Context: an optimization exercise on an open-source flow, tuned for small area. The choices shown serve that exercise and are no tape-out recipe. Function was checked by simulation only, so behaviour that the tests miss may differ from the original. No activity file was given, so power comes from the tool's default toggle rates.

## red
## blockRunner
module blockRunner(
    input wire CLK,              
    input wire RST_BTN,          
    output wire VGA_HS_O,        
    output wire VGA_VS_O,        
    output reg [3:0] VGA_R,      
    output reg [3:0] VGA_G,      
    output reg [3:0] VGA_B,      
    output wire a, ba, c, d, e, f, g,
    output wire a1, ba1, c1, d1, e1, f1, g1,
    output wire a2, ba2, c2, d2, e2, f2, g2,
    output wire a3, ba3, c3, d3, e3, f3, g3,
    input SW0,
    input KEY0,
    input KEY1,
    input KEY2,
    input KEY3
    );
Size: ~49 I/O pins.
Settings: LEC_CHECK=0, CAP_MARGIN=20, CORE_MARGIN=2, CORE_UTILIZATION=40, SLEW_MARGIN=20; clock period 10.0 ns.
standard.sh (not shown) runs the stock make flow with config.mk's settings and CLKGATE_MAP_FILE= SYNTH_SCRIPT=/design/flow/synth_recipe.tcl, a recipe that flattens the netlist after the stock synthesis.
==> flow/flow/run.sh <==
#!/bin/bash
# Own layout flow: the standard synthesis, then an area re-mapping of the logic between the
# registers (reabc.sh), then the standard layout from floorplan to finish.
# Each tool writes its full output to a log of its own in the work folder.
set -euo pipefail
HERE=$(cd "$(dirname "${BASH_SOURCE[0]}")" && pwd)
WORK=$(cd "$HERE/.." && pwd)
cd "$WORK"
YOSYS=$FLOW_HOME/../tools/install/yosys/bin/yosys
[[ -x $YOSYS ]] || YOSYS=yosys
LIB=$FLOW_HOME/platforms/$FLOW_PLATFORM/lib/sky130_fd_sc_hd__tt_025C_1v80.lib
R=$WORK/orfs/results/$FLOW_PLATFORM/blockRunner/base

bash standard.sh synth > "$WORK/flow_1_synth.log" 2>&1
cp "$R/1_2_yosys.v" "$WORK/1_2_yosys.standard.v"
YOSYS=$YOSYS bash "$HERE/reabc.sh" "$WORK/1_2_yosys.standard.v" "$WORK/1_2_yosys.reabc.v" "$LIB" "$FLOW_TOP" "$WORK/flow_2_reabc.log"
cp "$WORK/1_2_yosys.reabc.v" "$R/1_2_yosys.v"
rm -f "$R/1_synth.odb"
bash standard.sh finish > "$WORK/flow_3_layout.log" 2>&1
==> flow/flow/reabc.sh <==
#!/bin/bash
# usage: reabc.sh IN.v OUT.v LIB TOP LOG
# Re-maps the combinational logic of a mapped netlist for area with yosys/abc.
# Registers and tie cells are kept as black boxes, so their instances, names and cell types stay.
set -euo pipefail
IN=$1; OUT=$2; LIB=$3; TOP=$4; LOG=$5
YOSYS=${YOSYS:-yosys}
KEEP=$(grep -oE 'sky130_fd_sc_hd__(df|edf|sdf|dl|conb)[a-z0-9_]*' "$IN" | sort -u | tr '\n' ' ')
SCRIPT=${REABC_SCRIPT:-"+strash;dc2;dch,-f;map,-a;mfs2;strash;dc2;dch,-f;map,-a;mfs2;strash;dch,-f;map,-a;topo"}
YS=$(dirname "$LOG")/reabc.ys
cat > "$YS" <<EOS
read_liberty -ignore_miss_func $LIB
read_verilog $IN
hierarchy -top $TOP
blackbox $KEEP
flatten
opt_clean
stat -liberty $LIB
abc -liberty $LIB -dont_use *lpflow* -dont_use *probe* -script "$SCRIPT"
opt_clean -purge
hilomap -singleton -hicell sky130_fd_sc_hd__conb_1 HI -locell sky130_fd_sc_hd__conb_1 LO
insbuf -buf sky130_fd_sc_hd__buf_4 A X
opt_clean -purge
stat -liberty $LIB
select -module $TOP
write_verilog -noattr -nohex -nodec -selected $OUT
EOS
$YOSYS -s "$YS" > $LOG 2>&1
Relative to red, the following input files were edited for blue:
diff --git a/flow/flow/run.sh b/flow/flow/run.sh
--- a/flow/flow/run.sh
+++ b/flow/flow/run.sh
@@ -17,3 +17,8 @@
 cp "$WORK/1_2_yosys.reabc.v" "$R/1_2_yosys.v"
 rm -f "$R/1_synth.odb"
-bash standard.sh finish > "$WORK/flow_3_layout.log" 2>&1
+# Port buffers as the standard flow places them, but of the smallest buffer cell; a clock tree of
+# small buffers without dummy loads.
+bash standard.sh finish \
+  "BUFFER_PORTS_ARGS=-buffer_cell sky130_fd_sc_hd__buf_1" \
+  "CTS_ARGS=-sink_clustering_enable -repair_clock_nets -dont_use_dummy_load -buf_list sky130_fd_sc_hd__clkbuf_8 -root_buf sky130_fd_sc_hd__clkbuf_16 -sink_clustering_size 20 -sink_clustering_max_diameter 60" \
+  > "$WORK/flow_3_layout.log" 2>&1
diff --git a/flow/flow/reabc.sh b/flow/flow/reabc.sh
--- a/flow/flow/reabc.sh
+++ b/flow/flow/reabc.sh
@@ -7,5 +7,5 @@
 YOSYS=${YOSYS:-yosys}
 KEEP=$(grep -oE 'sky130_fd_sc_hd__(df|edf|sdf|dl|conb)[a-z0-9_]*' "$IN" | sort -u | tr '\n' ' ')
-SCRIPT=${REABC_SCRIPT:-"+strash;dc2;dch,-f;map,-a;mfs2;strash;dc2;dch,-f;map,-a;mfs2;strash;dch,-f;map,-a;topo"}
+SCRIPT=${REABC_SCRIPT:-"+strash;dc2;dch,-f;map,-a;mfs2;strash;dc2;dch,-f;amap;mfs2;strash;dch,-f;amap;mfs2;strash;dch,-f;amap;topo"}
 YS=$(dirname "$LOG")/reabc.ys
 cat > "$YS" <<EOS
Findings:
- blue — maximum frequency 3.0% lower, red as reference
- Maximum vdd ir drop: blue better than red
- DRC violation total after the first TritonRoute iteration (blue vs. red) decreases by a few percent
- red ended up with more cell instances than blue did.
- blue vs red — number of nets in the finished design dropped by more than 10%
- Maximum net fanout on the critical path, red and blue: higher on red
--- input diff blue..green ---
Settings: GPL_TIMING_DRIVEN now 0, previously not set.
diff --git a/flow/flow/reabc.sh b/flow/flow/reabc.sh
--- a/flow/flow/reabc.sh
+++ b/flow/flow/reabc.sh
@@ -20,5 +20,5 @@
 opt_clean -purge
 hilomap -singleton -hicell sky130_fd_sc_hd__conb_1 HI -locell sky130_fd_sc_hd__conb_1 LO
-insbuf -buf sky130_fd_sc_hd__buf_4 A X
+insbuf -buf sky130_fd_sc_hd__buf_1 A X
 opt_clean -purge
 stat -liberty $LIB
--- outcome ---
- No run among blue and green stopped early or left any final violation; all are clean.
- Between blue and green, the flow reports met1 layer wirelength in the final routing increasing by a few percent.
- Clock transition at the registers of the reported paths: blue vs green — no meaningful difference
- Diff blue -> green: minimum clock period climbed 0.22 ns, number of detailed-routing iterations run before antenna repair dropped 1.
- Critical path depth of green exceeds that of blue by a few percent.
- Reported for blue and green, die area turned out identical to the last digit.

[separate check: timing with driven ports]
In the flow no input, the clock included, has a driving cell. The finished layouts below were timed again as built, in two steps.
Step 1 (the two cells are an assumption about what drives the block):
set clk [get_ports {CLK}]
set_driving_cell -lib_cell sky130_fd_sc_hd__clkbuf_16 $clk
set_driving_cell -lib_cell sky130_fd_sc_hd__buf_2 [delete_from_list [all_inputs] $clk]
Step 2 times the ports against the registers' clock, not the clock port: input delays grow and output delays shrink by t, the midpoint of the rising clock arrivals with the driver on.
a / b / c = ideal / step 1 / step 2; a / b = the first two.
run | t, ns | setup WS [ns] | slew at the worst register clock pin (ns) | cell pins on the clock port's net
red | 0.472 | 1.270 / 1.225 / 1.697 | 0.08 / 0.08 | 1
blue | 0.418 | 0.998 / 0.950 / 1.368 | 0.10 / 0.10 | 1
green | 0.427 | 0.779 / 0.728 / 1.156 | 0.10 / 0.10 | 1
After both steps setup and hold are still met in every run listed.
